Context: an optimization exercise on an open-source flow, tuned for small area, a short achievable clock period and few clock cycles per item. The choices shown serve that exercise and are no tape-out recipe. The RTL was checked by simulation tests, not by an equivalence proof against the original design. Power figures rest on the tool's default switching activity, not on a simulated workload.

==> flow/design.v, too long to show whole: its modules and the start of the top module <==
// module part4_mac: 1253 lines
module part4_mac(clk, reset, a, b, f, valid_in, valid_out);
  // ...
==> flow/flow/run.sh <==
#!/bin/bash
# The standard layout, without Yosys's full-adder extraction (the adder
# logic is left to ABC), and with the I/O ports buffered by buf_2 cells.
set -uo pipefail
bash standard.sh ADDER_MAP_FILE= BUFFER_PORTS_ARGS="-buffer_cell sky130_fd_sc_hd__buf_2" finish > standard.log 2>&1
==> flow/standard.sh <==
#!/bin/bash
# synth_recipe.tcl (not shown) runs the flow's synth.tcl, then flattens the netlist and writes it again
# the make line also repeats each setting of config.mk as NAME=value (left out here)
make -C /OpenROAD-flow-scripts/flow DESIGN_CONFIG=/design/flow/config.mk WORK_HOME=/design/flow/orfs CLKGATE_MAP_FILE= SYNTH_SCRIPT=/design/flow/synth_recipe.tcl "${@:-finish}"
==> flow/config.mk <==
export PLATFORM = sky130hd
export DESIGN_NAME = part4_mac
export DESIGN_NICKNAME = part4_mac
export VERILOG_FILES = /design/flow/design.v
export SDC_FILE = /design/flow/constraint.sdc
export NUM_CORES = 4
export LEC_CHECK = 0
export CAP_MARGIN = 20
export CORE_MARGIN = 2
export CORE_UTILIZATION = 40
export SETUP_SLACK_MARGIN = 3.4
export SLEW_MARGIN = 20
==> flow/constraint.sdc <==
create_clock -name core_clock -period 6.0 [get_ports {clk}]
set_input_delay 1.2000 -clock core_clock [delete_from_list [all_inputs] [get_ports {clk}]]
set_output_delay 1.2000 -clock core_clock [all_outputs]
set_load 0.01 [all_outputs]
==> flow_results.org, run 1 <==
** Run status
- Run status :: finished clean

** Setup path
- WP buf/inv :: 6
- Register-to-register path setup slack :: around 2.4 ns
- For this design, the slowest cell found on the critical path is sky130_fd_sc_hd__dfxtp_4.
- STA classifies the critical path endpoint as a flop.
- Required arrival time at the worst endpoint :: 6.30 ns
- In this design, the largest share of critical-path delay is due to compound AO/OA/AOI/OAI gates.
- Kind of critical path :: reg2reg

** Min path
- The worst hold path passes through 0 cells.

** Logic synthesis
- Sorting the synthesized cells by how often they occur yields sky130_fd_sc_hd__xnor2_1 (267), sky130_fd_sc_hd__dfxtp_1 (126), sky130_fd_sc_hd__a22oi_1 (96), sky130_fd_sc_hd__nand2_1 (89), sky130_fd_sc_hd__nor2_1 (77).
- Synthesized flop and latch total :: 126
- Main combinational cell family by area after synthesis :: XOR/XNOR gates
- Area leader, netlist :: sky130_fd_sc_hd__dfxtp_1
- Of the synthesized area, sequential elements account for 0.242.
- The share of synthesized area in the top cell type comes to 0.242.
- For this run, the number of Yosys warnings is 1.
- Multiplexer share of the synthesized area :: 0.00492

** Layout
- Relative to the synthesized area, the layout overhead comes to 26.7%.
- The fraction of final cell area spent on non-clock buffers in this run is 0.0938.
- Count of placed standard cells in the final layout, fillers left out :: around 1,700
- The library cell used most frequently in the layout, excluding fill and tap cells, is sky130_fd_sc_hd__xnor2_1.
- In the final layout, the registers with the most flip-flops are raw: 28 flops, a_r: 14 flops.

** Pwr
- Leakage power of the design :: 4.89 nW
- Sum of internal, switching and leakage power :: around 7.8 mW
- Switching power total :: approximately 3.4 mW
- Fraction of power spent switching nets :: 0.443

** Global routing
- The number of antenna violations at the first check in global routing is 0.

** Placement
- Cell count after placement :: 1,600
- Final RePlAce weighted congestion :: 0.864
- Summed over all nets, the half-perimeter wirelength after detailed placement is 18,300 um.

** Detailed routing
- Starting DRT DRC Count :: 768
- Summed over all nets, wire length on met3 after detailed routing comes to ~1600 um.
- After detailed routing, the number of vias per cell comes to 5.47.
- The pre-antenna-repair detailed-routing pass consisted of 5 iterations.

** Floorplan
- Die width :: 165 um
- From bottom edge to top edge, the die measures 165 um.

** Clock network
- The number of gates resized after CTS was ~130.
- Clock network latency to the later pin of the worst-skew pair :: 0.42 ns
- Number of buffers inserted during clock tree synthesis :: 17

** Timing
- Worst Clk Skew :: roughly 0.011 ns
Testbench counts, summed over its fixed seeds: cycles 4,824, items 4,800.
==> run 2: changes to the inputs <==
==> flow/flow/run.sh (replaced) <==
#!/bin/bash
# The standard layout, with one extra step between synthesis and
# floorplan: flow/bubble.py removes the inverters that Yosys's full-adder
# extraction leaves around full adders (a full adder is self-dual, so it can
# work on complemented inputs and give complemented outputs instead).
# Registers and the logic function are unchanged.
set -uo pipefail
R=$PWD/orfs/results/sky130hd/part4_mac/base
bash standard.sh synth > synth.log 2>&1 || exit 1
cp "$R/1_2_yosys.v" 1_2_yosys_standard.v
python3 flow/bubble.py 1_2_yosys_standard.v "$R/1_2_yosys.v" > bubble.log 2>&1 || exit 1
touch "$R/1_2_yosys.v"
bash standard.sh finish > standard.log 2>&1
==> flow/flow/bubble.py (new file) <==
#!/usr/bin/env python3
"""Remove inverters around full-adder cells in a flat Yosys netlist.

A full adder is self-dual: FA(~a, ~b, ~c) = (~sum, ~cout). Yosys's full-adder
extraction often builds adders whose inputs and outputs all go through
inverters. This pass removes every inverter that does not drive a port,
chooses for each full adder whether it works on true or complemented
signals so that as few signals as possible are needed in both polarities,
and puts back one inverter per signal that is still needed inverted.
The logic function of every register input and output port is unchanged.

usage: bubble.py netlist.v [out.v]
"""
import re
import sys
from collections import defaultdict

OUT_PINS = {'X', 'Y', 'Q', 'Q_N', 'SUM', 'COUT', 'HI', 'LO'}
src = open(sys.argv[1]).read()
dst = sys.argv[2] if len(sys.argv) > 2 else sys.argv[1]

m = re.search(r'^\s*module\s+(\S+)\s*\((.*?)\);', src, re.S | re.M)
top = m.group(1)
# port bit names
ports = set()
for d, rng, names in re.findall(r'^\s*(input|output|inout)\s*(\[\d+:\d+\])?\s*([^;]+);', src, re.M):
    for n in names.split(','):
        n = n.strip()
        if rng:
            hi, lo = map(int, rng[1:-1].split(':'))
            for i in range(min(hi, lo), max(hi, lo) + 1):
                ports.add(f'{n}[{i}]')
        else:
            ports.add(n)

inst_re = re.compile(r'^\s*(sky130_fd_sc_hd__\w+)\s+(\S+)\s*\((.*?)\);\s*$', re.S | re.M)
pin_re = re.compile(r'\.(\w+)\((.*?)\)\s*(?:,|$)', re.S)


raw = {}


def norm(net):
    r = net.strip()
    net = r
    if net.startswith('\\'):
        net = net[1:].strip()
    raw.setdefault(net, r + (' ' if r.startswith('\\') else ''))
    return net


def vname(net):
    """net name as written in Verilog"""
    if net in raw:
        return raw[net]
    if re.fullmatch(r'[A-Za-z_][A-Za-z0-9_$]*(\[\d+\])?', net):
        return net
    if re.fullmatch(r'.*\[\d+\]', net):
        b, i = re.fullmatch(r'(.*)(\[\d+\])', net).groups()
        if re.fullmatch(r'[A-Za-z_][A-Za-z0-9_$]*', b):
            return net
        return '\\' + b + ' ' + i
    return '\\' + net + ' '


insts = []
for mm in inst_re.finditer(src):
    typ, name, body = mm.groups()
    pins = [(p, norm(n)) for p, n in pin_re.findall(body)]
    insts.append({'type': typ, 'name': name, 'pins': pins, 'span': mm.span()})

driver = {}
for k, it in enumerate(insts):
    for p, n in it['pins']:
        if p in OUT_PINS:
            driver[n] = (k, p)


def is_inv(it):
    return re.match(r'sky130_fd_sc_hd__(clk)?inv_\d+$', it['type']) is not None


def is_fa(it):
    return re.match(r'sky130_fd_sc_hd__fa_\d+$', it['type']) is not None


def pin(it, p):
    for q, n in it['pins']:
        if q == p:
            return n
    return None


removable = set()
for k, it in enumerate(insts):
    if is_inv(it) and pin(it, 'Y') not in ports and pin(it, 'A') is not None:
        removable.add(k)

memo = {}


def base(net):
    """(base net, polarity) of a net, looking through removable inverters"""
    if net in memo:
        return memo[net]
    d = driver.get(net)
    if d is not None and d[0] in removable:
        b, p = base(pin(insts[d[0]], 'A'))
        r = (b, p ^ 1)
    else:
        r = (net, 0)
    memo[net] = r
    return r


fas = [k for k, it in enumerate(insts) if is_fa(it)]
flippable = set()
for k in fas:
    outs = [pin(insts[k], 'SUM'), pin(insts[k], 'COUT')]
    if not any(o in ports for o in outs if o):
        flippable.add(k)

flip = defaultdict(int)
phys = defaultdict(int)
cnt = defaultdict(lambda: [0, 0])
demands = []          # (inst, pin, base, pol)
by_inst = defaultdict(list)
for k, it in enumerate(insts):
    if k in removable:
        continue
    for p, n in it['pins']:
        if p in OUT_PINS or n == '' or "'" in n:
            continue
        b, pol = base(n)
        demands.append([k, p, b, pol])
        by_inst[k].append(len(demands) - 1)
        cnt[b][pol] += 1


def needs(b):
    return 1 if cnt[b][phys[b] ^ 1] > 0 else 0


before = sum(needs(b) for b in list(cnt))
changed = True
passes = 0
while changed and passes < 50:
    changed = False
    passes += 1
    for k in fas:
        if k not in flippable:
            continue
        it = insts[k]
        outs = [o for o in (pin(it, 'SUM'), pin(it, 'COUT')) if o]
        aff = set(demands[i][2] for i in by_inst[k]) | set(outs)
        old = sum(needs(b) for b in aff)
        for i in by_inst[k]:
            d = demands[i]
            cnt[d[2]][d[3]] -= 1
            d[3] ^= 1
            cnt[d[2]][d[3]] += 1
        for o in outs:
            phys[o] ^= 1
        new = sum(needs(b) for b in aff)
        if new < old:
            flip[k] ^= 1
            changed = True
        else:   # undo
            for i in by_inst[k]:
                d = demands[i]
                cnt[d[2]][d[3]] -= 1
                d[3] ^= 1
                cnt[d[2]][d[3]] += 1
            for o in outs:
                phys[o] ^= 1
after = sum(needs(b) for b in list(cnt))

# rebuild
invnet = {}
newinst = []
newwires = []
conn = {}
for k, p, b, pol in demands:
    if pol == phys[b]:
        conn[(k, p)] = b
    else:
        if b not in invnet:
            j = len(invnet)
            invnet[b] = f'bbl_n{j}'
            newwires.append(f'bbl_n{j}')
            newinst.append(f'  sky130_fd_sc_hd__inv_1 bbl_i{j} (\n    .A({vname(b)}),\n    .Y(bbl_n{j})\n  );\n')
        conn[(k, p)] = invnet[b]

out = []
pos = 0
for k, it in enumerate(insts):
    s, e = it['span']
    out.append(src[pos:s])
    pos = e
    if k in removable:
        continue
    lines = [f'  {it["type"]} {it["name"]} (']
    pl = []
    for p, n in it['pins']:
        n2 = conn.get((k, p), n)
        pl.append(f'    .{p}({vname(n2) if n2 else ""})')
    lines.append(',\n'.join(pl))
    lines.append('  );')
    out.append('\n'.join(lines))
rest = src[pos:]
i = rest.rfind('endmodule')
out.append(rest[:i] + ''.join(newinst) + rest[i:])
text = ''.join(out)
# declare the new wires after the module header
hdr_end = m.end()
decl = ''.join(f'  wire {w};\n' for w in newwires)
text = text[:hdr_end] + '\n' + decl + text[hdr_end:]
open(dst, 'w').write(text)
print(f'bubble: {len(removable)} inverters removed, {len(invnet)} added '
      f'({before} -> {after} by count), {sum(flip.values())} of {len(fas)} full adders flipped',
      file=sys.stderr)
--- a/flow/config.mk
+++ b/flow/config.mk
@@ -8,5 +8,5 @@
 export CAP_MARGIN = 20
 export CORE_MARGIN = 2
 export CORE_UTILIZATION = 40
-export SETUP_SLACK_MARGIN = 3.4
+export SETUP_SLACK_MARGIN = 3.1
 export SLEW_MARGIN = 20
==> run 2 against run 1 <==
Compared with the run above:
- critical path depth is 5 lower
- hold slack worse by 0.044 ns
- highest routed layer unchanged
- routed wire length is 29% lower
- sequential power is 17% lower
- via count is 39% lower
- design area is 21% lower
- cell count is 36% lower
- utilization is 1.9 points higher
- non-clock buffer count is 26 lower
- sequential share of layout area is 5.6 points higher
- maximum frequency is 13% higher
- synthesized area is 23% lower
==> flow_results.org, run 2 <==
** Run status
- Run status: finished clean (unchanged).

** Timing
- The final total negative setup slack is 0 ns (unchanged).
- The clock period minus final worst setup slack was 3.23 ns (was 3.65 ns).
- The smallest setup slack after layout came to 2.77 ns (was 2.35 ns).
- Transition time of the tightest slew-check pin :: 0.844 ns (was 0.676 ns)
- Timing-limited maximum frequency :: 309 MHz (was 274 MHz)
- Hold_ws :: 0.354 ns (was 0.398 ns)
- The count of pins over their slew limit came to 0 (unchanged).
- The clock skew was 0.0106 ns (was 0.0108 ns).
- Number of failing hold endpoints at the final stage :: 0 (unchanged)
- Setup Viol. Count Final :: 0 (unchanged)
- Slew Limit Headroom :: 0.437 (was 0.549)
- RSZ-0062 raised after global routing: true (unchanged).
- Final cycle utilization of the critical path :: 0.539 (was 0.608)

** Layout
- Number of filler instances in the final layout :: 1,677 (was 2,393)
- The register with the highest flop count is raw (unchanged).
- Count of placed standard cells in the final layout, fillers left out :: 1,108 (was 1,731)
- Most common cell after layout, fill and taps aside :: sky130_fd_sc_hd__dfxtp_1 (was sky130_fd_sc_hd__xnor2_1)
- Cell area after layout :: 0.0104 mm^2 (was 0.0132 mm^2)
- The area of the multi-input gates came to 0.00552 mm^2 (was 0.00815 mm^2).
- The number of inserted diodes is 0 (unchanged).
- The number of nets in the layout is 994 (was 1,414).
- Largest regs :: raw: 28 flops, a_r: 14 flops (unchanged)
- Commonest cells after routing, fill and taps aside: sky130_fd_sc_hd__dfxtp_1 (97), sky130_fd_sc_hd__fa_1 (85), sky130_fd_sc_hd__xnor2_1 (80) (was sky130_fd_sc_hd__xnor2_1 (257), sky130_fd_sc_hd__a22oi_1 (94), sky130_fd_sc_hd__dfxtp_1 (88)).
- The flip-flop count of the largest register after layout is 28 (unchanged).
- Register area :: 0.00263 mm^2 (was 0.00261 mm^2)
- The share of post-route cells with drive strength above 1 came to 0.234 (was 0.270).
- The area growth from synthesis to final layout is 29.6% (was 26.7%).

** Clock network
- # hold bufs at CTS :: 0 (unchanged)
- Max Root-Sink Buffers :: 2 (unchanged)
- Clock-pin slew of the registers on the worst-case setup and hold paths :: 0.06 ns (about the same)
- The root buffer cell is sky130_fd_sc_hd__clkbuf_16 (unchanged).
- The clock tree from TritonCTS is done (unchanged).
- Clock network latency to the later pin of the worst-skew pair :: 0.42 ns (about the same)
- The number of levels in the clock H-tree came to 4 (unchanged).
- The number of buffers created by CTS came to 17 (unchanged).
- The number of sinks driven by the clock tree is 126 (unchanged).

** Setup path
- Category of the worst setup path capture point :: flop (unchanged)
- Launching element type of the critical path :: flop (unchanged)
- Arrival @ worst endpoint :: 3.53 ns (was 3.95 ns)
- Launching instance or port of the critical path :: ovp (was keep)
- Required arrival time at the worst endpoint :: 6.30 ns (about the same)
- Largest driver fanout on the critical path :: 7 (unchanged)
- The critical path class is reg2reg (unchanged).
- The number of cells on the worst reg-to-reg path was 12 (was 17).
- R2R Path Start :: ovp (was keep)

** Floorplan
- The die width was 146 um (was 165 um).
- The core outline area came to 0.0196 mm^2 (was 0.0258 mm^2).
- Effective utilization at floorplan :: 0.409 (was 0.403)
- FP Rows :: 51 (was 59)
- The height of the die came to 146 um (was 165 um).
- Number of ports placed on the die boundary :: 60 (unchanged)
- The area of the die is 0.0212 mm^2 (was 0.0274 mm^2).

** Min path
- Hold Startpoint :: sgn[0] (unchanged)
- The cell depth of the worst min-delay path was 0 (unchanged).
- Hold WC Path Type :: reg2reg (unchanged)

** Detailed routing
- The routed wire length is 20,600 um (was 28,900 um).
- The residual antenna-violating net count after detailed routing is 0 (unchanged).
- The routed wirelength normalized by instance count is 18.6 um (was 16.7 um).
- Average vias per placed instance :: 5.22 (was 5.47)
- Starting DRT DRC Count :: 393 (was 768)
- The total DRC errors in the routed layout is 0 (unchanged).
- Vias after detailed routing :: 5,785 (was 9,476)
- First-pass iteration count of the detailed router :: 5 (unchanged)

** Placement
- The total half-perimeter wirelength after legalization and detailed placement is 13,500 um (was 18,300 um).
- The worst setup slack before clock tree synthesis came to 2.19 ns (was 1.97 ns).
- The instance area after placement is 0.00882 mm^2 (was 0.0109 mm^2).
- The weighted congestion at the end of routability-driven global placement was 0.835 (was 0.864).
- The number of placed cells counting well taps was 1,004 (was 1,600).
- The count of port buffers added during placement was 59 (unchanged).

** Logic synthesis
- The count of mapped cells out of synthesis is 731 (was 1,274).
- Number of warnings printed during yosys synthesis :: 1 (unchanged)
- The mean instance size in the synthesized netlist is 11.0 um^2 (was 8.18 um^2).
- Area of the mapped netlist :: 0.00802 mm^2 (was 0.0104 mm^2)
- The net count of the mapped netlist is 893 (was 1,305).

** Global routing
- The wire length of the first global-routing pass was 33,100 um (was 44,500 um).
- GRT Overall Usage :: 0.200 (was 0.203)
- Vias in the first global route :: 6,100 (was 8,732)
- The maximum number of pins on one net before global-route repair came to 17 (was 20).
- The number of antenna violations at the first check in global routing was 0 (unchanged).
- Final global-route overflow total :: 0 (unchanged)

** Pwr
- The power density normalized to cell area was 523 mW/mm^2 (was 588 mW/mm^2).
- The peak ir drop on the vdd network was 0.000253 V (was 0.000274 V).
- Leakage power of the design :: 4.43 nW (was 4.89 nW)

** Job
- The number of max-cap violations came to 0 (unchanged).
==> run 2: cell count changes in the layout (fill, tap and decap cells not counted), sizes merged, moves of 20 or more <==
cell / previous run / this run
a21oi: 70 / 16
buf: 158 / 76
ha: 0 / 40
nand2: 89 / 26
clkdlybuf4s50: 0 / 33
nor3: 23 / 3
o21ai: 60 / 20
xnor2: 271 / 81
nor2: 79 / 15
fa: 0 / 91
maj3: 57 / 0
==> run 2: final timing paths <==
path / to / slack [ns]
max: keep / 2.77
min: sgn[1] / 0.35
max reg2reg: keep / 2.77
min reg2reg: sgn[1] / 0.35
==> run 2: per-stage QoR <==
stage                     utilization  power, mW
final                           0.530       5.43
after global routing            0.530       5.82
after CTS                       0.517       5.24
after detailed placement        0.450       3.83
after global placement          0.450       3.74
after floorplan                     -       3.17
==> run 2: cell type report <==
| class | count | area share |
|---|---|---|
| clock buffer | 23 | 0.0460 |
| clock inverter | 7 | 0.00843 |
| inverter | 37 | 0.0134 |
| multi-input combinational | 517 | 0.531 |
| sequential | 126 | 0.253 |
| tap | 265 | 0.0319 |
| timing repair buffer | 133 | 0.116 |
==> run 2: layer usage <==
| metal | GRT usage | vias to the layer above | share of wire |
|---|---|---|---|
| li1 | - | 2676 | - |
| met1 | 0.259 | 2882 | 0.44 |
| met2 | 0.325 | 187 | 0.47 |
| met3 | 0.0470 | 40 | 0.063 |
| met4 | 0.0755 | 0 | 0.029 |
| met5 | 0 | - | 0 |
==> run 2: critical path: stages (launching register included) <==
cell and delay [ns]:
sky130_fd_sc_hd__dfxtp_4 0.37, sky130_fd_sc_hd__buf_12 0.15, sky130_fd_sc_hd__buf_6 0.14, sky130_fd_sc_hd__a21o_1 0.18, sky130_fd_sc_hd__fa_1 0.44, sky130_fd_sc_hd__ha_1 0.36
sky130_fd_sc_hd__a21oi_1 0.25, sky130_fd_sc_hd__o21bai_1 0.12, sky130_fd_sc_hd__a21oi_2 0.22, sky130_fd_sc_hd__o21ai_2 0.10, sky130_fd_sc_hd__o2111a_2 0.32, sky130_fd_sc_hd__o21a_1 0.22
sky130_fd_sc_hd__o31a_1 0.25
==> run 2: power breakdown <==
part / internal, mW / switching [mW] / total, mW
clock: 0.636 / 0.355 / 0.991
combinational: 1.54 / 1.59 / 3.13
sequential: 1.14 / 0.167 / 1.31
total: 3.32 / 2.11 / 5.43
==> run 2: timing repair <==
action	4_1_cts	5_1_grt
endpoints found under the setup margin	71	37
setup buffers	56	18
resized for setup	124	28
pin swaps	23	24
==> run 3: changes to the inputs <==
--- a/flow/config.mk
+++ b/flow/config.mk
@@ -7,6 +7,7 @@
 export LEC_CHECK = 0
 export CAP_MARGIN = 20
 export CORE_MARGIN = 2
-export CORE_UTILIZATION = 40
+export CORE_UTILIZATION = 65
+export PLACE_DENSITY = 0.75
 export SETUP_SLACK_MARGIN = 3.1
 export SLEW_MARGIN = 20
==> run 3 against run 2 <==
Compared with the run above:
- routed wire length rose by 6.2%
- first-iteration DRC count increased by 130%
- maximum frequency rose by 1.9%
- die area fell by 38%
- register-to-register slack gained 0.06 ns
- largest cell class unchanged
- largest power group unchanged
==> flow_results.org, run 3 <==
** Run status
- Run status :: finished clean (unchanged)

** Logic synthesis
- The count of mapped cells out of synthesis is 731 (unchanged).
- Area of the mapped netlist :: 0.00802 mm^2 (unchanged)
- Synthesized net count :: 893 (unchanged)
- The count of warnings emitted by yosys was 1 (unchanged).
- The mean instance size in the synthesized netlist came to 11.0 um^2 (unchanged).

** Layout
- The final standard cell area without fillers was 0.0103 mm^2 (was 0.0104 mm^2).
- Multi-input logic area :: 0.00557 mm^2 (was 0.00552 mm^2)
- The area growth from synthesis to final layout came to 27.9% (was 29.6%).
- Fin nets :: 990 (was 994)
- The number of inserted diodes was 0 (unchanged).
- Commonest cells after routing, fill and taps aside :: sky130_fd_sc_hd__dfxtp_1 (97), sky130_fd_sc_hd__fa_1 (86), sky130_fd_sc_hd__xnor2_1 (81) (was sky130_fd_sc_hd__dfxtp_1 (97), sky130_fd_sc_hd__fa_1 (85), sky130_fd_sc_hd__xnor2_1 (80))
- The final standard cell count with taps included and fillers excluded came to 988 (was 1,108).
- The flip-flop count of the largest register after layout came to 28 (unchanged).
- The register with the highest flop count is raw (unchanged).
- Number of filler instances in the final layout :: 583 (was 1,677)
- Largest regs :: raw: 28 flops, a_r: 14 flops (unchanged)
- The share of post-route cells with drive strength above 1 came to 0.233 (was 0.234).
- Most common cell after layout, fill and taps aside :: sky130_fd_sc_hd__dfxtp_1 (unchanged)
- The combined flip-flop and latch cell area came to 0.00263 mm^2 (unchanged).

** Floorplan
- The die width is 115 um (was 146 um).
- The number of core rows was 40 (was 51).
- The area of the die is 0.0132 mm^2 (was 0.0212 mm^2).
- Effective utilization at floorplan :: 0.668 (was 0.409)
- The height of the die was 115 um (was 146 um).
- The core outline area was 0.0120 mm^2 (was 0.0196 mm^2).
- The number of top-level pins is 60 (unchanged).

** Pwr
- Share of total power in the clock network :: 0.184 (was 0.183)
- The cell-internal power was 3.53 mW (was 3.32 mW).
- The power density normalized to cell area is 568 mW/mm^2 (was 523 mW/mm^2).
- Maximum vdd ir drop :: 0.000259 V (was 0.000253 V)
- Combinational group share of total power :: 0.585 (was 0.576)
- Reg power frac :: 0.231 (was 0.241)
- Leakage power of the design :: 4.32 nW (was 4.43 nW)
- Sum of internal, switching and leakage power :: 5.82 mW (was 5.43 mW)
- The net switching power is 2.29 mW (was 2.11 mW).
- The switching share of power came to 0.394 (was 0.389).

** Detailed routing
- Average wire per cell in the routed design :: 22.2 um (was 18.6 um)
- Starting DRT DRC Count :: 904 (was 393)
- DR DRC count :: 0 (unchanged)
- Vias after detailed routing :: 6,162 (was 5,785)
- The routed wire length came to 21,900 um (was 20,600 um).
- The residual antenna-violating net count after detailed routing is 0 (unchanged).
- First-pass iteration count of the detailed router :: 6 (was 5)
- Average vias per placed instance :: 6.24 (was 5.22)

** Setup path
- Category of the worst setup path capture point :: flop (unchanged)
- Required arrival time at the worst endpoint :: 6.34 ns (was 6.30 ns)
- Standard cell with the maximum stage delay on the critical path :: sky130_fd_sc_hd__fa_1 (unchanged)
- The number of buffer and inverter stages on the critical path was 2 (unchanged).
- CP cell instances :: buf_6 > a21o_1 > fa_1 > ha_4 > inv_1 > a2111o_1 > o2bb2ai_4 > a41oi_1 > o21ba_2 > o21bai_1 > xor2_1 (was buf_12 > buf_6 > a21o_1 > fa_1 > ha_1 > a21oi_1 > o21bai_1 > a21oi_2 > o21ai_2 > o2111a_2 > o21a_1 > o31a_1)
- The delay of the slowest cell on the worst path came to 0.49 ns (was 0.44 ns).
- Arrival @ worst endpoint :: 3.51 ns (was 3.53 ns)
- The critical path class is reg2reg (unchanged).
- The cell family with the largest share of critical-path delay was compound AO/OA/AOI/OAI gates (unchanged).
- The largest driver fanout on the critical path came to 8 (was 7).
- The kind of start point of the critical path was a flop (unchanged).

** Clock network
- Max Root-Sink Buffers :: 2 (unchanged)
- The CTS clock-pin slew for the worst setup and hold paths was 0.06 ns (about the same).
- The number of hold buffers added after CTS came to 0 (unchanged).
- Number of buffers inserted during clock tree synthesis :: 17 (unchanged)
- The root buffer cell is sky130_fd_sc_hd__clkbuf_16 (unchanged).
- Clock network latency to the later pin of the worst-skew pair :: 0.42 ns (about the same)
- The clock tree from TritonCTS is done (unchanged).
- The number of sinks driven by the clock tree was 126 (unchanged).
- The number of levels in the clock H-tree is 4 (unchanged).

** Min path
- Hold WC Path Type :: reg2reg (unchanged)

** Global routing
- The total global-route track usage came to 0.329 (was 0.200).
- First-pass GRT wire length :: 32,800 um (was 33,100 um)
- The remaining global-route overflow was 0 (unchanged).
- The met2 track demand over resource came to 0.531 (was 0.325).
- The via count of the first global-routing pass was 6,150 (was 6,100).
- Met1 GRT Util :: 0.458 (was 0.259)
- The met3 track demand over resource came to 0.0548 (was 0.0470).
- Most crowded layer after global routing :: met2 (unchanged)
- Antenna violations before repair :: 0 (unchanged)
- The maximum number of pins on one net before global-route repair was 17 (unchanged).

** Placement
- The count of port buffers added during placement was 59 (unchanged).
- The worst setup slack before clock tree synthesis is 2.25 ns (was 2.19 ns).
- The total half-perimeter wirelength after legalization and detailed placement came to 13,000 um (was 13,500 um).
- Post-placement cell area :: 0.00867 mm^2 (was 0.00882 mm^2)
- The weighted congestion at the end of routability-driven global placement came to 0.872 (was 0.835).
- The number of placed cells counting well taps came to 886 (was 1,004).

** Timing
- Final number of max-transition violations :: 0 (unchanged)
- Period minus WS final :: 3.17 ns (was 3.23 ns)
- The smallest setup slack after layout is 2.83 ns (was 2.77 ns).
- The final total negative setup slack was 0 ns (unchanged).
- The remaining max-slew budget at the tightest pin came to 0.390 (was 0.437).
- The final number of hold-violating endpoints is 0 (unchanged).
- The number of failing setup endpoints in the final timing report was 0 (unchanged).
- Final cycle utilization of the critical path :: 0.529 (was 0.539)
- RSZ-0062 raised after global routing :: true (unchanged)
- Timing-limited maximum frequency :: 315 MHz (was 309 MHz)
- Worst Clk Skew :: 0.00781 ns (was 0.0106 ns)
- The actual transition at the worst max-transition pin was 0.913 ns (was 0.844 ns).

** Job
- Total of max-cap violations :: 0 (unchanged)
==> run 3: cell count changes in the layout (fill, tap and decap cells not counted), sizes merged, moves of 3 or more <==
cell          delta
buf              -7
dlymetal6s2s     -7
dlygate4sd2      +8
clkinvlp         +3
==> run 3: power by group through the flow <==
stage | clock [mW] | sequential, mW | combinational (mW)
CTS | 1.07 | 1.34 | 2.93
global placement | 0 | 1.37 | 2.32
floorplan | 0 | 1.26 | 1.92
global route | 1.12 | 1.36 | 3.66
detailed placement | 0 | 1.38 | 2.41
finish | 1.07 | 1.35 | 3.41
==> run 3: final timing paths <==
check	startpoint	to	slack, ns	depth (start not counted)
worst max-delay path	ovp	raw[23]	2.83	11
worst min-delay path	sgn[0]	sgn[1]	0.34	0
worst max register to register	ovp	raw[23]	2.83	11
worst min register to register	sgn[0]	sgn[1]	0.34	0
==> run 3: area by class of cell <==
| cell class | count | area share |
|---|---|---|
| clock buffers | 21 | 0.0439 |
| flip-flops and latches | 126 | 0.256 |
| inverters | 37 | 0.0135 |
| multi-input cells | 517 | 0.543 |
| repair buffers | 129 | 0.109 |
| clock inverters | 11 | 0.0161 |
| well taps | 147 | 0.0179 |
==> run 3: through the flow <==
stage | hold slack (ns) | utilization
final | 0.345 | 0.854
after global routing | 0.336 | 0.854
after CTS | 0.337 | 0.827
after detailed placement | 0.325 | 0.722
after global placement | 0.317 | 0.722
after floorplan | 0.310 | -
==> run 3: repair_timing <==
item | 4_1_cts | 5_1_grt
gates resized for setup | 113 | 27
endpoints found under the setup margin | 71 | 33
pin swaps | 21 | 21
setup buffers | 45 | 25
==> run 3: metal layers <==
| layer | wire, um | up-vias | share of wire |
|---|---|---|---|
| met5 | 0 | - | 0 |
| met4 | 498 | 0 | 0.023 |
| met3 | 1850 | 49 | 0.085 |
| met2 | 10500 | 373 | 0.48 |
| met1 | 9080 | 3072 | 0.41 |
| li1 | - | 2668 | - |
==> run 4: changes to the inputs <==
--- a/flow/config.mk
+++ b/flow/config.mk
@@ -8,6 +8,7 @@
 export CAP_MARGIN = 20
 export CORE_MARGIN = 2
 export CORE_UTILIZATION = 65
+export CTS_BUF_LIST = sky130_fd_sc_hd__clkbuf_4 sky130_fd_sc_hd__clkbuf_8
 export PLACE_DENSITY = 0.75
 export SETUP_SLACK_MARGIN = 3.1
 export SLEW_MARGIN = 20
==> run 4 against run 3 <==
Compared with the run above:
- sequential power about the same
- design area down 3.3%
- critical path depth unchanged
- flip-flop and latch count unchanged
- via count down 4.7%
- worst setup slack worse by 0.028 ns
- hold slack better by 0.0033 ns
- sequential share of layout area up 0.88 points
- maximum frequency down 0.88%
- utilization down 2.8 points
- synthesized area unchanged
- critical endpoint is now keep
- largest power group unchanged
==> flow_results.org, run 4 <==
** Clock network
- CTS sink cnt :: 126 (unchanged)
- The number of levels in the clock H-tree is 4 (unchanged).
- Number of buffers inserted during clock tree synthesis :: 17 (unchanged)
- Clock-pin slew of the registers on the worst-case setup and hold paths :: 0.07 ns (was 0.06 ns)
- The clock insertion delay at the later pin of the skew report is 0.45 ns (was 0.42 ns).
- Max Root-Sink Buffers :: 2 (unchanged)
- The clock tree from TritonCTS was done (unchanged).
- The root buffer cell is sky130_fd_sc_hd__clkbuf_8 (was sky130_fd_sc_hd__clkbuf_16).

** Floorplan
- Number of ports placed on the die boundary :: 60 (unchanged)
- The number of core rows came to 40 (unchanged).
- The area of the die came to 0.0132 mm^2 (unchanged).
- Effective utilization at floorplan :: 0.668 (unchanged)
- Die width :: 115 um (unchanged)
- The core outline area is 0.0120 mm^2 (unchanged).
- Overall die height :: 115 um (unchanged)

** Timing
- Final cycle utilization of the critical path :: 0.533 (was 0.529)
- Worst Clk Skew :: 0.0127 ns (was 0.00781 ns)
- The timing-limited maximum frequency was 312 MHz (was 315 MHz).
- The remaining max-slew budget at the tightest pin was 0.369 (was 0.390).
- The final total negative setup slack is 0 ns (unchanged).
- Period minus WS final :: 3.20 ns (was 3.17 ns)
- RSZ-0062 raised after global routing :: true (unchanged)
- Number of failing hold endpoints at the final stage :: 0 (unchanged)
- Transition time of the tightest slew-check pin :: 0.945 ns (was 0.913 ns)
- Setup Viol. Count Final :: 0 (unchanged)
- Final number of max-transition violations :: 0 (unchanged)
- The smallest setup slack after layout is 2.80 ns (was 2.83 ns).

** Layout
- Multi-input logic area :: 0.00544 mm^2 (was 0.00557 mm^2)
- Largest regs: raw: 28 flops, a_r: 14 flops (unchanged).
- The share of post-route cells with drive strength above 1 is 0.212 (was 0.233).
- Largest register FFs :: 28 (unchanged)
- Register area :: 0.00263 mm^2 (unchanged)
- Fin nets :: 985 (was 990)
- Number of filler instances in the final layout :: 665 (was 583)
- Commonest cells after routing, fill and taps aside: sky130_fd_sc_hd__dfxtp_1 (97), sky130_fd_sc_hd__fa_1 (85), sky130_fd_sc_hd__a22oi_1 (82) (was sky130_fd_sc_hd__dfxtp_1 (97), sky130_fd_sc_hd__fa_1 (86), sky130_fd_sc_hd__xnor2_1 (81)).
- Largest register by flop count :: raw (unchanged)
- Layout overhead on the synthesized area :: 23.7% (was 27.9%)
- Most common cell after layout, fill and taps aside :: sky130_fd_sc_hd__dfxtp_1 (unchanged)
- Number of inserted diodes :: 0 (unchanged)

** Job
- The number of max-cap violations was 0 (unchanged).

** Global routing
- Final global-route overflow total :: 0 (unchanged)
- Largest net degree at the start of global routing :: 17 (unchanged)
- First-pass GRT wire length :: 31,700 um (was 32,800 um)
- GRT Overall Usage :: 0.318 (was 0.329)
- Antenna violations before repair :: 0 (unchanged)
- Vias in the first global route :: 6,107 (was 6,150)

** Detailed routing
- First-pass iteration count of the detailed router :: 6 (unchanged)
- Starting DRT DRC Count :: 690 (was 904)
- The via total after detailed routing is 5,871 (was 6,162).
- The routed via count divided by cell count is 5.97 (was 6.24).
- Total wire length after detailed routing :: 20,300 um (was 21,900 um)
- DR DRC count :: 0 (unchanged)
- The routed wirelength normalized by instance count came to 20.6 um (was 22.2 um).
- Post-DRT Antenna Nets :: 0 (unchanged)

** Setup path
- Kind of critical path :: reg2reg (unchanged)
- The kind of start point of the critical path is a flop (unchanged).
- The critical path endpoint category was a flop (unchanged).
- Largest driver fanout on the critical path :: 4 (was 8)
- The required time of the worst setup path came to 6.33 ns (was 6.34 ns).
- Arrival @ worst endpoint :: 3.53 ns (was 3.51 ns)

** Logic synthesis
- The net count of the mapped netlist came to 893 (unchanged).
- The count of warnings emitted by yosys is 1 (unchanged).
- Average size of a mapped cell :: 11.0 um^2 (unchanged)
- Area of the mapped netlist :: 0.00802 mm^2 (unchanged)
- Gate count after technology mapping :: 731 (unchanged)

** Run status
- Run status :: finished clean (unchanged)

** Pwr
- Combinational group share of total power :: 0.580 (was 0.585)
- The net switching power came to 2.02 mW (was 2.29 mW).
- The peak ir drop on the vdd network was 0.000234 V (was 0.000259 V).
- Share of total power in the clock network :: 0.158 (was 0.184)
- Cell internal pwr :: 3.07 mW (was 3.53 mW)
- Reg power frac :: 0.262 (was 0.231)
- Leakage power of the design :: 4.26 nW (was 4.32 nW)
- The power density normalized to cell area is 513 mW/mm^2 (was 568 mW/mm^2).
- The switching share of power was 0.396 (was 0.394).

** Placement
- Number of buffers added on ports :: 59 (unchanged)
- The weighted congestion at the end of routability-driven global placement is 0.872 (unchanged).
- Setup slack after placement :: 2.25 ns (unchanged)
- Hpwl dp :: 13,000 um (unchanged)

** Min path
- The kind of path behind the tightest hold check is reg2reg (unchanged).
==> run 4: worst paths after layout <==
check	from	endpoint	slack, ns	cells after the start
worst max-delay path	keep	keep	2.80	11
worst min-delay path	sgn[0]	sgn[1]	0.35	0
worst max register to register	keep	keep	2.80	11
worst min register to register	sgn[0]	sgn[1]	0.35	0
==> run 4: per-layer routing <==
metal | share of wire | GRT usage | vias to the layer above
li1 | - | - | 2654
met1 | 0.43 | 0.435 | 2881
met2 | 0.47 | 0.525 | 304
met3 | 0.076 | 0.0580 | 32
met4 | 0.018 | 0.0900 | 0
met5 | 0 | 0 | -
==> run 4: critical path, cell delays in order (launching register included) <==
cell and delay (ns):
sky130_fd_sc_hd__dfxtp_4 0.36, sky130_fd_sc_hd__buf_4 0.16, sky130_fd_sc_hd__a21o_1 0.20, sky130_fd_sc_hd__fa_1 0.50, sky130_fd_sc_hd__ha_4 0.20, sky130_fd_sc_hd__a2111o_1 0.42
sky130_fd_sc_hd__a21oi_4 0.18, sky130_fd_sc_hd__o2bb2ai_4 0.12, sky130_fd_sc_hd__and3b_4 0.21, sky130_fd_sc_hd__o2111a_2 0.27, sky130_fd_sc_hd__o21a_1 0.22, sky130_fd_sc_hd__o31a_1 0.23
==> run 4: final cells by class <==
type                            count  area share
Clock buffer                       21      0.0273
Clock inverter                     11      0.0167
Inverter                           37      0.0140
Multi-Input combinational cell    517       0.549
Sequential cell                   126       0.265
Tap cell                          147      0.0186
Timing Repair Buffer              124       0.110
==> run 4: metrics by stage <==
step / cells / utilization / cell area (um^2) / power, mW / hold slack, ns
2_1_floorplan: 731 / - / 8260 / 3.17 / 0.310
3_3_place_gp: 886 / 0.722 / 8670 / 3.69 / 0.317
3_5_place_dp: 886 / 0.722 / 8670 / 3.79 / 0.325
4_1_cts: 967 / 0.807 / 9690 / 4.86 / 0.341
5_1_grt: 983 / 0.825 / 9910 / 5.45 / 0.349
6_report: 983 / 0.825 / 9910 / 5.09 / 0.348
==> run 4: power groups by stage <==
| stage | logic (mW) | registers, mW | clock network, mW |
|---|---|---|---|
| after floorplan | 1.92 | 1.26 | 0 |
| after global placement | 2.32 | 1.37 | 0 |
| after detailed placement | 2.41 | 1.38 | 0 |
| after CTS | 2.72 | 1.33 | 0.815 |
| after global routing | 3.24 | 1.36 | 0.853 |
| final | 2.95 | 1.34 | 0.803 |
==> run 4: timing repair <==
| item | 4_1_cts | 5_1_grt |
|---|---|---|
| endpoints found under the hold margin | 0 | 0 |
| setup endpoints to repair | 71 | 33 |
| pin swaps | 24 | 20 |
| hold buffers | 0 | 0 |
| setup buffers | 49 | 16 |
| resized for setup | 96 | 24 |
==> run 5: changes to the inputs <==
--- a/flow/config.mk
+++ b/flow/config.mk
@@ -7,8 +7,7 @@
 export LEC_CHECK = 0
 export CAP_MARGIN = 20
 export CORE_MARGIN = 2
-export CORE_UTILIZATION = 65
+export CORE_UTILIZATION = 40
 export CTS_BUF_LIST = sky130_fd_sc_hd__clkbuf_4 sky130_fd_sc_hd__clkbuf_8
-export PLACE_DENSITY = 0.75
 export SETUP_SLACK_MARGIN = 3.1
 export SLEW_MARGIN = 20
==> run 5 against run 4 <==
Compared with the run above:
- register-to-register slack got worse by 0.02 ns
- hold slack improved by 0.0093 ns
- critical endpoint unchanged
- first-iteration DRC count fell by 58%
- critical path depth did not move
- cell count rose by 13%
- utilization fell by 30 points
- clock power fell by 9.0%
- still clean on timing, DRC and antenna
- die area rose by 60%
- routed wire length fell by 1.6%
- largest cell class unchanged
- sequential share of layout area fell by 0.77 points
==> flow_results.org, run 5 <==
** Timing
- The remaining max-slew budget at the tightest pin came to 0.415 (was 0.369).
- Setup Viol. Count Final :: 0 (unchanged)
- The final total negative setup slack was 0 ns (unchanged).
- Final cycle utilization of the critical path :: 0.537 (was 0.533)
- The final hold slack was 0.357 ns (was 0.348 ns).
- Worst Clk Skew :: 0.0139 ns (was 0.0127 ns)
- Final number of max-transition violations :: 0 (unchanged)
- The clock period minus final worst setup slack is 3.22 ns (was 3.20 ns).
- The final number of hold-violating endpoints is 0 (unchanged).
- The actual transition at the worst max-transition pin came to 0.876 ns (was 0.945 ns).
- Post-layout worst setup margin :: 2.78 ns (was 2.80 ns)
- The timing-limited maximum frequency came to 311 MHz (was 312 MHz).
- RSZ-0062 raised after global routing :: true (unchanged)

** Clock network
- The number of hold buffers added after CTS came to 0 (unchanged).
- The number of buffers created by CTS was 17 (unchanged).
- The number of buffers on the longest clock path is 2 (unchanged).
- The number of levels in the clock H-tree is 4 (unchanged).
- The clock tree from TritonCTS was done (unchanged).
- The number of sinks driven by the clock tree was 126 (unchanged).
- The CTS clock-pin slew for the worst setup and hold paths is 0.08 ns (was 0.07 ns).
- Clock network latency to the later pin of the worst-skew pair :: 0.46 ns (was 0.45 ns)
- Root buffer selected by CTS :: sky130_fd_sc_hd__clkbuf_8 (unchanged)

** Floorplan
- FP Rows :: 51 (was 40)
- The number of top-level pins was 60 (unchanged).
- The core outline area was 0.0196 mm^2 (was 0.0120 mm^2).
- Die width :: 146 um (was 115 um)
- The height of the die came to 146 um (was 115 um).
- Effective utilization at floorplan :: 0.409 (was 0.668)
- The area of the die came to 0.0212 mm^2 (was 0.0132 mm^2).

** Detailed routing
- The total DRC errors in the routed layout is 0 (unchanged).
- The residual antenna-violating net count after detailed routing came to 0 (unchanged).
- Average wire per cell in the routed design :: 18.0 um (was 20.6 um)
- Total wire length after detailed routing :: 20,000 um (was 20,300 um)
- First-pass iteration count of the detailed router :: 5 (was 6)
- The routed via count divided by cell count came to 5.18 (was 5.97).
- The via total after detailed routing is 5,754 (was 5,871).
- The number of DRC markers in iteration 0 came to 287 (was 690).

** Setup path
- Kind of critical path :: reg2reg (unchanged)
- Largest driver fanout on the critical path :: 4 (unchanged)
- Category of the worst setup path capture point :: flop (unchanged)
- Launching element type of the critical path :: flop (unchanged)
- Arrival @ worst endpoint :: 3.56 ns (was 3.53 ns)
- The required time of the worst setup path is 6.34 ns (was 6.33 ns).

** Placement
- The total half-perimeter wirelength after legalization and detailed placement is 13,500 um (was 13,000 um).
- Setup slack after placement :: 2.19 ns (was 2.25 ns)
- Final RePlAce weighted congestion :: 0.835 (was 0.872)
- Number of buffers added on ports :: 59 (unchanged)
- Cell count after placement :: 1,004 (was 886)

** Pwr
- The power density normalized to cell area was 509 mW/mm^2 (was 513 mW/mm^2).
- Leakage power of the design :: 4.32 nW (was 4.26 nW)
- Sum of internal, switching and leakage power :: 5.19 mW (was 5.09 mW)
- Maximum vdd ir drop :: 0.000292 V (was 0.000234 V)

** Logic synthesis
- The area of the mapped netlist came to 0.00802 mm^2 (unchanged).
- Average size of a mapped cell :: 11.0 um^2 (unchanged)
- The net count of the mapped netlist is 893 (unchanged).
- The count of mapped cells out of synthesis is 731 (unchanged).
- Number of warnings printed during yosys synthesis :: 1 (unchanged)

** Job
- The number of max-cap violations is 0 (unchanged).

** Layout
- Fin nets :: 997 (was 985)
- The final standard cell count with taps included and fillers excluded is 1,111 (was 983).
- The most common cell after layout, fill and taps aside was sky130_fd_sc_hd__dfxtp_1 (unchanged).
- Fraction of final layout cells with drive strength greater than 1 :: 0.238 (was 0.212)
- The area growth from synthesis to final layout came to 27.4% (was 23.7%).
- Commonest cells after routing, fill and taps aside :: sky130_fd_sc_hd__dfxtp_1 (97), sky130_fd_sc_hd__fa_1 (85), sky130_fd_sc_hd__xnor2_1 (80) (was sky130_fd_sc_hd__dfxtp_1 (97), sky130_fd_sc_hd__fa_1 (85), sky130_fd_sc_hd__a22oi_1 (82))
- The number of inserted diodes is 0 (unchanged).
- Largest register by flop count :: raw (unchanged)
- Largest regs :: raw: 28 flops, a_r: 14 flops (unchanged)
- Number of filler instances in the final layout :: 1,717 (was 665)
- The flip-flop count of the largest register after layout came to 28 (unchanged).

** Global routing
- The number of antenna violations at the first check in global routing came to 0 (unchanged).
- GRT Overall Usage :: 0.193 (was 0.318)
- The remaining global-route overflow was 0 (unchanged).
- First-pass GRT wire length :: 32,300 um (was 31,700 um)
- Largest net degree at the start of global routing :: 17 (unchanged)
- Vias in the first global route :: 6,074 (was 6,107)

** Min path
- Hold WC Path Type :: reg2reg (unchanged)

** Run status
- Run status :: finished clean (unchanged)
-- run 5: repair_timing --
action / in CTS / in global routing
resized for setup: 109 / 30
endpoints found under the hold margin: 0 / 0
setup buffers: 51 / 26
endpoints found under the setup margin: 71 / 34
pin swaps: 24 / 21
-- run 5: layer usage --
metal | GRT usage | routed length (um) | up-vias | part of all wire
met5 | 0 | 0 | - | 0
met4 | 0.0775 | 459 | 0 | 0.023
met3 | 0.0382 | 1270 | 31 | 0.063
met2 | 0.316 | 9620 | 184 | 0.48
met1 | 0.253 | 8620 | 2862 | 0.43
li1 | - | - | 2677 | -
-- run 5: worst paths after layout --
path / startpoint / endpoint / slack [ns] / cells past startpoint
worst max-delay path: keep / keep / 2.78 / 11
worst min-delay path: sgn[0] / sgn[1] / 0.36 / 0
worst max register to register: keep / keep / 2.78 / 11
worst min register to register: sgn[0] / sgn[1] / 0.36 / 0
-- run 5: final cells by class --
type                    instances  area (um^2)  area share
inverters                      37          139      0.0136
flip-flops and latches        126         2630       0.257
clock inverters                 7         87.6     0.00858
well taps                     265          332      0.0325
repair buffers                136         1200       0.117
multi-input cells             517         5530       0.542
clock buffers                  23          298      0.0292
-- run 5: power breakdown --
part	switching, mW	internal, mW
sequential	0.163	1.14
clock	0.323	0.408
combinational	1.59	1.56
-- run 5: stage by stage --
step	util	instance area, um^2
final	0.521	10200
after detailed placement	0.450	8820
after CTS	0.505	9880
after floorplan	-	8260
after global placement	0.450	8820
after global routing	0.521	10200
-- run 5: critical path: stages, from the launching register on --
cell                        delay [ns]
sky130_fd_sc_hd__dfxtp_4          0.38
sky130_fd_sc_hd__buf_6            0.14
sky130_fd_sc_hd__a21o_1           0.20
sky130_fd_sc_hd__fa_1             0.53
sky130_fd_sc_hd__ha_4             0.21
sky130_fd_sc_hd__a2111o_1         0.40
sky130_fd_sc_hd__a21oi_4          0.18
sky130_fd_sc_hd__o2bb2ai_4        0.11
sky130_fd_sc_hd__and3b_4          0.20
sky130_fd_sc_hd__o2111a_2         0.29
sky130_fd_sc_hd__o21a_1           0.22
sky130_fd_sc_hd__o31a_1           0.25
==> run 6: changes to the inputs <==
--- a/flow/config.mk
+++ b/flow/config.mk
@@ -7,7 +7,9 @@
 export LEC_CHECK = 0
 export CAP_MARGIN = 20
 export CORE_MARGIN = 2
-export CORE_UTILIZATION = 40
+export CORE_UTILIZATION = 65
 export CTS_BUF_LIST = sky130_fd_sc_hd__clkbuf_4 sky130_fd_sc_hd__clkbuf_8
+export PLACE_DENSITY = 0.75
 export SETUP_SLACK_MARGIN = 3.1
 export SLEW_MARGIN = 20
+export TNS_END_PERCENT = 10
==> run 6 against run 5 <==
Compared with the run above:
- maximum frequency rose by 0.21%
- critical path depth did not move
- non-clock buffer count fell by 43
- register-to-register slack barely moved
- synthesized area did not move
- sequential share of layout area rose by 1.5 points
- critical path type unchanged
- largest cell class unchanged
- largest power group unchanged
==> flow_results.org, run 6 <==
** Global routing
- The wire length of the first global-routing pass was 31,900 um (was 32,300 um).
- GRT Overall Usage :: 0.317 (was 0.193)
- Largest net degree at the start of global routing :: 17 (unchanged)
- The number of antenna violations at the first check in global routing came to 0 (unchanged).
- Vias in the first global route :: 6,012 (was 6,074)
- The remaining global-route overflow came to 0 (unchanged).

** Clock network
- Clock-pin slew of the registers on the worst-case setup and hold paths :: 0.07 ns (was 0.08 ns)
- Number of H-tree branching levels :: 4 (unchanged)
- The clock tree from TritonCTS is done (unchanged).
- The number of buffers on the longest clock path was 2 (unchanged).
- The root buffer cell is sky130_fd_sc_hd__clkbuf_8 (unchanged).
- The number of hold buffers added after CTS is 0 (unchanged).
- The number of buffers created by CTS came to 17 (unchanged).
- The clock insertion delay at the later pin of the skew report was 0.45 ns (was 0.46 ns).
- CTS sink cnt :: 126 (unchanged)

** Layout
- The register with the highest flop count was raw (unchanged).
- The number of inserted diodes came to 0 (unchanged).
- The flip-flop count of the largest register after layout was 28 (unchanged).
- Largest regs: raw: 28 flops, a_r: 14 flops (unchanged).
- The final standard cell count with taps included and fillers excluded is 951 (was 1,111).
- The area growth from synthesis to final layout was 20.0% (was 27.4%).
- Commonest cells after routing, fill and taps aside :: sky130_fd_sc_hd__dfxtp_1 (98), sky130_fd_sc_hd__a22oi_1 (88), sky130_fd_sc_hd__fa_1 (86) (was sky130_fd_sc_hd__dfxtp_1 (97), sky130_fd_sc_hd__fa_1 (85), sky130_fd_sc_hd__xnor2_1 (80))
- The share of post-route cells with drive strength above 1 was 0.165 (was 0.238).
- The most common cell after layout, fill and taps aside is sky130_fd_sc_hd__dfxtp_1 (unchanged).
- The number of nets in the layout is 954 (was 997).

** Floorplan
- Core Footprint :: 0.0120 mm^2 (was 0.0196 mm^2)
- Effective utilization at floorplan :: 0.668 (was 0.409)
- The number of top-level pins is 60 (unchanged).
- Die width :: 115 um (was 146 um)
- The area of the die was 0.0132 mm^2 (was 0.0212 mm^2).
- FP Rows :: 40 (was 51)
- The height of the die came to 115 um (was 146 um).

** Job
- The number of max-cap violations came to 0 (unchanged).

** Detailed routing
- The routed wirelength normalized by instance count was 20.6 um (was 18.0 um).
- The length of the first detailed-routing pass in iterations came to 5 (unchanged).
- Vias after detailed routing :: 5,770 (was 5,754)
- The total DRC errors in the routed layout was 0 (unchanged).
- Average vias per placed instance :: 6.07 (was 5.18)
- Starting DRT DRC Count :: 743 (was 287)
- Total wire length after detailed routing :: 19,600 um (was 20,000 um)
- Post-DRT Antenna Nets :: 0 (unchanged)

** Setup path
- The required time of the worst setup path came to 6.34 ns (about the same).
- CP cell instances :: buf_4 > a21o_1 > fa_1 > ha_1 > a211o_1 > a21oi_4 > o2bb2ai_4 > and3b_4 > o2111a_2 > o21a_1 > o31a_1 (was buf_6 > a21o_1 > fa_1 > ha_4 > a2111o_1 > a21oi_4 > o2bb2ai_4 > and3b_4 > o2111a_2 > o21a_1 > o31a_1)
- Largest driver fanout on the critical path :: 7 (was 4)
- The data arrival time of the critical path came to 3.55 ns (was 3.56 ns).
- Register-to-register path setup slack :: 2.79 ns (was 2.78 ns)
- Standard cell with the maximum stage delay on the critical path :: sky130_fd_sc_hd__fa_1 (unchanged)
- The delay of the slowest cell on the worst path came to 0.49 ns (was 0.53 ns).
- Category of the worst setup path capture point :: flop (unchanged)
- The kind of start point of the critical path is a flop (unchanged).
- WP buf/inv :: 1 (unchanged)
- Kind of critical path :: reg2reg (unchanged)
- Critical path's top delay family :: compound AO/OA/AOI/OAI gates (unchanged)

** Logic synthesis
- The net count of the mapped netlist is 893 (unchanged).
- The count of mapped cells out of synthesis came to 731 (unchanged).
- Average size of a mapped cell :: 11.0 um^2 (unchanged)
- The count of warnings emitted by yosys is 1 (unchanged).
- The area of the mapped netlist was 0.00802 mm^2 (unchanged).

** Pwr
- The power density normalized to cell area came to 526 mW/mm^2 (was 509 mW/mm^2).
- Leakage power of the design :: 3.97 nW (was 4.32 nW)
- The peak ir drop on the vdd network came to 0.000258 V (was 0.000292 V).

** Timing
- The final number of hold-violating endpoints was 0 (unchanged).
- Transition time of the tightest slew-check pin :: 0.938 ns (was 0.876 ns)
- RSZ-0062 raised after global routing: true (unchanged).
- The final total negative setup slack came to 0 ns (unchanged).
- Final cycle utilization of the critical path :: 0.536 (was 0.537)
- The clock skew was 0.0131 ns (was 0.0139 ns).
- Final number of max-transition violations :: 0 (unchanged)
- Setup Viol. Count Final :: 0 (unchanged)
- Slew Limit Headroom :: 0.374 (was 0.415)
- Period minus WS final :: 3.21 ns (was 3.22 ns)
- The timing-limited maximum frequency came to 311 MHz (about the same).

** Run status
- Run status :: finished clean (unchanged)

** Min path
- The kind of path behind the tightest hold check was reg2reg (unchanged).

** Placement
- The number of placed cells counting well taps was 886 (was 1,004).
- The count of port buffers added during placement is 59 (unchanged).
- The weighted congestion at the end of routability-driven global placement was 0.921 (was 0.835).
- Hpwl dp :: 13,100 um (was 13,500 um)
==> run 6: worst reg2reg max path, cell delays in order, from the launching register on <==
cell and delay [ns]:
sky130_fd_sc_hd__dfxtp_4 0.40, sky130_fd_sc_hd__buf_4 0.15, sky130_fd_sc_hd__a21o_1 0.20, sky130_fd_sc_hd__fa_1 0.49, sky130_fd_sc_hd__ha_1 0.34, sky130_fd_sc_hd__a211o_1 0.32, sky130_fd_sc_hd__a21oi_4 0.18, sky130_fd_sc_hd__o2bb2ai_4 0.11
sky130_fd_sc_hd__and3b_4 0.20, sky130_fd_sc_hd__o2111a_2 0.29, sky130_fd_sc_hd__o21a_1 0.20, sky130_fd_sc_hd__o31a_1 0.23
==> run 6: power breakdown <==
part / switching (mW) / internal, mW
Sequential: 0.202 / 1.14
Clock: 0.337 / 0.462
Combinational: 1.48 / 1.44
==> run 6: through the flow <==
step / hold WS [ns] / power (mW) / cell area, um^2 / util / setup slack [ns]
2_1_floorplan: 0.310 / 3.15 / 8110 / - / 2.89
3_3_place_gp: 0.310 / 3.66 / 8630 / 0.719 / 2.34
3_5_place_dp: 0.312 / 3.78 / 8630 / 0.719 / 2.16
4_1_cts: 0.329 / 4.85 / 9390 / 0.782 / 2.82
5_1_grt: 0.336 / 5.46 / 9620 / 0.801 / 2.70
6_report: 0.330 / 5.06 / 9620 / 0.801 / 2.79
==> run 6: final cells by class <==
cell class | instances | area [um^2]
Multi-Input combinational cell | 517 | 5360
Sequential cell | 126 | 2620
Fill cell | 766 | 2390
Timing Repair Buffer | 93 | 897
Clock buffer | 19 | 255
Tap cell | 147 | 184
Clock inverter | 12 | 169
Inverter | 37 | 139
==> run 6: metal layers <==
layer  vias up  GRT usage  wire (um)
met2       261      0.496       9140
met1      2887      0.447       8600
li1       2591          -          -
met5         -          0          0
met3        31     0.0801       1500
met4         0     0.0795        329
==> run 6: path summary, 6_finish.rpt <==
| kind | cells after the start | from | endpoint |
|---|---|---|---|
| worst min register to register | 0 | sgn[0] | sgn[1] |
| worst min-delay path | 0 | sgn[0] | sgn[1] |
| worst max-delay path | 11 | keep | keep |
| worst max register to register | 11 | keep | keep |
==> run 6: what timing repair did <==
| item | 4_1_cts | 5_1_grt |
|---|---|---|
| pin swaps | 9 | 4 |
| endpoints found under the setup margin | 71 | 61 |
| buffers inserted | 22 | 12 |
| gates resized for setup | 46 | 40 |
==> run 7: changes to the inputs <==
--- a/flow/config.mk
+++ b/flow/config.mk
@@ -10,6 +10,6 @@
 export CORE_UTILIZATION = 65
 export CTS_BUF_LIST = sky130_fd_sc_hd__clkbuf_4 sky130_fd_sc_hd__clkbuf_8
 export PLACE_DENSITY = 0.75
-export SETUP_SLACK_MARGIN = 3.1
+export SETUP_SLACK_MARGIN = 3.3
 export SLEW_MARGIN = 20
 export TNS_END_PERCENT = 10
==> run 7 against run 6 <==
Compared with the run above:
- routed wire length is 3.5% higher
- flip-flop and latch count stayed put
- hold slack better by 0.029 ns
- global-route usage is 0.23 points lower
- count of clock-buffer cells in the layout is 1 lower
- via count is 1.9% higher
- critical path type unchanged
- critical endpoint is now raw[27]
==> flow_results.org, run 7 <==
** Run status
- Run status :: finished clean (unchanged)

** Layout
- The number of inserted diodes came to 0 (unchanged).
- The area growth from synthesis to final layout came to 22.4% (was 20.0%).
- The number of nets in the layout came to 980 (was 954).
- The final standard cell area without fillers is 0.00982 mm^2 (was 0.00962 mm^2).
- Largest regs :: raw: 28 flops, a_r: 14 flops (unchanged)
- The final standard cell count with taps included and fillers excluded is 978 (was 951).
- The most common cell after layout, fill and taps aside is sky130_fd_sc_hd__dfxtp_1 (unchanged).
- The flip-flop count of the largest register after layout is 28 (unchanged).
- Commonest cells after routing, fill and taps aside: sky130_fd_sc_hd__dfxtp_1 (97), sky130_fd_sc_hd__fa_1 (85), sky130_fd_sc_hd__a22oi_1 (83) (was sky130_fd_sc_hd__dfxtp_1 (98), sky130_fd_sc_hd__a22oi_1 (88), sky130_fd_sc_hd__fa_1 (86)).
- Fraction of final layout cells with drive strength greater than 1 :: 0.203 (was 0.165)
- The register with the highest flop count is raw (unchanged).

** Setup path
- The number of cells on the worst reg-to-reg path came to 12 (was 11).
- The reg-to-reg critical path startpoint is keep (unchanged).
- The flop-to-flop setup slack is 2.76 ns (was 2.79 ns).
- The kind of start point of the critical path is a flop (unchanged).
- Arrival @ worst endpoint :: 3.58 ns (was 3.55 ns)
- Category of the worst setup path capture point :: flop (unchanged)
- Kind of critical path :: reg2reg (unchanged)
- Required arrival time at the worst endpoint :: 6.34 ns (about the same)
- Reg2Reg Capture Point :: raw[27] (was keep)
- Largest driver fanout on the critical path :: 7 (unchanged)

** Global routing
- The number of antenna violations at the first check in global routing is 0 (unchanged).
- The via count of the first global-routing pass came to 5,986 (was 6,012).
- GRT Overall Usage :: 0.315 (was 0.317)
- The remaining global-route overflow came to 0 (unchanged).
- The maximum number of pins on one net before global-route repair came to 17 (unchanged).
- First-pass GRT wire length :: 31,500 um (was 31,900 um)

** Timing
- The remaining max-slew budget at the tightest pin was 0.403 (was 0.374).
- RSZ-0062 raised after global routing :: true (unchanged)
- Post-layout worst setup margin :: 2.76 ns (was 2.79 ns)
- Timing-limited maximum frequency :: 309 MHz (was 311 MHz)
- The post-route clock period utilization came to 0.540 (was 0.536).
- Number of failing hold endpoints at the final stage :: 0 (unchanged)
- The clock period minus final worst setup slack is 3.24 ns (was 3.21 ns).
- Hold_ws :: 0.359 ns (was 0.330 ns)
- The clock skew came to 0.0113 ns (was 0.0131 ns).
- Final number of max-transition violations :: 0 (unchanged)
- The number of failing setup endpoints in the final timing report was 0 (unchanged).
- The actual transition at the worst max-transition pin is 0.894 ns (was 0.938 ns).
- The final total negative setup slack came to 0 ns (unchanged).

** Job
- Total of max-cap violations :: 0 (unchanged)

** Min path
- Hold Startpoint :: sgn[0] (unchanged)
- Hold WC Path Type :: reg2reg (unchanged)
- The end point of the worst hold path is sgn[1] (unchanged).
- The cell depth of the worst min-delay path was 0 (unchanged).

** Placement
- The instance area after placement was 0.00863 mm^2 (unchanged).
- Setup slack after placement :: 2.23 ns (was 2.16 ns)
- Final RePlAce weighted congestion :: 0.892 (was 0.921)
- The number of placed cells counting well taps is 886 (unchanged).
- The total half-perimeter wirelength after legalization and detailed placement is 13,200 um (was 13,100 um).
- The count of port buffers added during placement was 59 (unchanged).

** Detailed routing
- Total wire length after detailed routing :: 20,300 um (was 19,600 um)
- Average vias per placed instance :: 6.01 (was 6.07)
- Average wire per cell in the routed design :: 20.7 um (was 20.6 um)
- DR DRC count :: 0 (unchanged)
- The via total after detailed routing is 5,877 (was 5,770).
- The length of the first detailed-routing pass in iterations was 5 (unchanged).
- The number of DRC markers in iteration 0 was 667 (was 743).
- The residual antenna-violating net count after detailed routing is 0 (unchanged).

** Pwr
- The cell-internal power is 2.99 mW (was 3.05 mW).
- The switching share of power is 0.413 (was 0.398).
- The net switching power is 2.11 mW (was 2.01 mW).
- Share of total power in the clock network :: 0.139 (was 0.158)
- Leakage power of the design :: 4.09 nW (was 3.97 nW)
- Maximum vdd ir drop :: 0.000246 V (was 0.000258 V)
- Power density normalized to cell area :: 520 mW/mm^2 (was 526 mW/mm^2)
- The combinational cell fraction of total power came to 0.600 (was 0.576).
- The sequential group share of total power came to 0.262 (was 0.266).

** Clock network
- Clock-pin slew of the registers on the worst-case setup and hold paths :: 0.08 ns (was 0.07 ns)
- The root buffer cell is sky130_fd_sc_hd__clkbuf_8 (unchanged).
- The clock insertion delay at the later pin of the skew report came to 0.46 ns (was 0.45 ns).
- Number of H-tree branching levels :: 4 (unchanged)
- The number of buffers on the longest clock path is 2 (unchanged).
- CTS sink cnt :: 126 (unchanged)
- Number of buffers inserted during clock tree synthesis :: 17 (unchanged)
- # hold bufs at CTS :: 0 (unchanged)
- CTS tree :: done (unchanged)

** Floorplan
- Effective utilization at floorplan :: 0.668 (unchanged)
- Die Area :: 0.0132 mm^2 (unchanged)
- Overall die height :: 115 um (unchanged)
- Number of ports placed on the die boundary :: 60 (unchanged)
- The number of core rows is 40 (unchanged).
- Die width :: 115 um (unchanged)
- The core outline area was 0.0120 mm^2 (unchanged).

** Logic synthesis
- The mean instance size in the synthesized netlist is 11.0 um^2 (unchanged).
- Gate count after technology mapping :: 731 (unchanged)
- The area of the mapped netlist is 0.00802 mm^2 (unchanged).
- The count of warnings emitted by yosys was 1 (unchanged).
- The net count of the mapped netlist was 893 (unchanged).
-- run 7: worst max-delay path: stages (launching register included) --
cell and delay (ns):
sky130_fd_sc_hd__dfxtp_4 0.40, sky130_fd_sc_hd__buf_6 0.15, sky130_fd_sc_hd__a21o_1 0.17, sky130_fd_sc_hd__fa_1 0.48
sky130_fd_sc_hd__ha_1 0.22, sky130_fd_sc_hd__a2111o_1 0.46, sky130_fd_sc_hd__a21oi_4 0.18, sky130_fd_sc_hd__o2bb2ai_4 0.09
sky130_fd_sc_hd__and3b_4 0.19, sky130_fd_sc_hd__o2111a_2 0.29, sky130_fd_sc_hd__buf_4 0.15, sky130_fd_sc_hd__nor2_2 0.10
sky130_fd_sc_hd__xnor3_1 0.22
-- run 7: final cells by class --
type                       count  area, um^2
inverter                      37         139
tap                          147         184
sequential                   126        2630
clock buffer                  18         248
clock inverter                14         133
multi-input combinational    517        5430
fill                         729        2190
timing repair buffer         119        1060
-- run 7: how the worst max path moves through the flow --
| stage | startpoint | endpoint | slack [ns] | depth (start not counted) |
|---|---|---|---|---|
| after floorplan | keep | keep | 2.89 | 12 |
| after global placement | keep | raw[22] | 2.35 | 10 |
| after detailed placement | ovp | raw[22] | 2.23 | 10 |
| after CTS | neg_r[2] | r1_c14_1 | 2.79 | 6 |
| after global routing | keep | keep | 2.68 | 11 |
| final | keep | raw[27] | 2.76 | 12 |
-- run 7: power groups by stage --
stage	registers (mW)	logic (mW)	clock network, mW
after global routing	1.36	3.38	0.755
after detailed placement	1.38	2.44	0
final	1.34	3.06	0.707
after floorplan	1.26	1.89	0
after CTS	1.35	2.80	0.713
after global placement	1.37	2.31	0
-- run 7: routing by layer --
layer	global-route usage	vias to the layer above	part of all wire
met1	0.438	2908	0.44
li1	-	2653	-
met2	0.495	279	0.47
met5	0	-	0
met4	0.0803	0	0.017
met3	0.0838	37	0.076
-- run 7: what timing repair did --
action                                  4_1_cts  5_1_grt
cloned                                        0        0
gates resized for setup                      56       51
setup buffers                                22       38
endpoints found under the setup margin       78       74
pin swaps                                    16       17
-- run 7: through the flow --
| stage | utilization | total power [mW] |
|---|---|---|
| after floorplan | - | 3.15 |
| after global placement | 0.719 | 3.67 |
| after detailed placement | 0.719 | 3.81 |
| after CTS | 0.779 | 4.86 |
| after global routing | 0.817 | 5.49 |
| final | 0.817 | 5.10 |

static timing again, ports no longer ideal:
In the flow no input, the clock included, has a driving cell. The finished layouts below were timed again as built, in two steps. Step 1: set_driving_cell puts a clkbuf_16 on clk and a buf_2 on each other input, an assumption about the parent block. Step 2 adds t to the input delays and takes it off the output delays; t is the mean of the earliest and latest rising clock arrival at the registers after step 1. Input paths then give back, and output paths get back, about the clock's delay inside the block. Slacks: no drivers / after step 1 / after step 2; pairs: no drivers / after step 1.
run | t, ns | setup slack, ns | latest minus earliest clock arrival (ns) | worst data-port slew with drivers (ns)
run 1 | 0.465 | 2.350 / 2.350 / 2.350 | 0.011 / 0.012 | 0.03
run 2 | 0.459 | 2.768 / 2.768 / 2.768 | 0.010 / 0.011 | 0.03
run 3 | 0.453 | 2.828 / 2.828 / 2.828 | 0.010 / 0.010 | 0.05
run 4 | 0.475 | 2.800 / 2.800 / 2.800 | 0.013 / 0.013 | 0.05
run 5 | 0.487 | 2.780 / 2.780 / 2.780 | 0.014 / 0.015 | 0.03
run 6 | 0.482 | 2.787 / 2.787 / 2.787 | 0.013 / 0.013 | 0.05
run 7 | 0.488 | 2.762 / 2.762 / 2.762 | 0.011 / 0.012 | 0.04
After both steps every run listed still meets setup and hold.
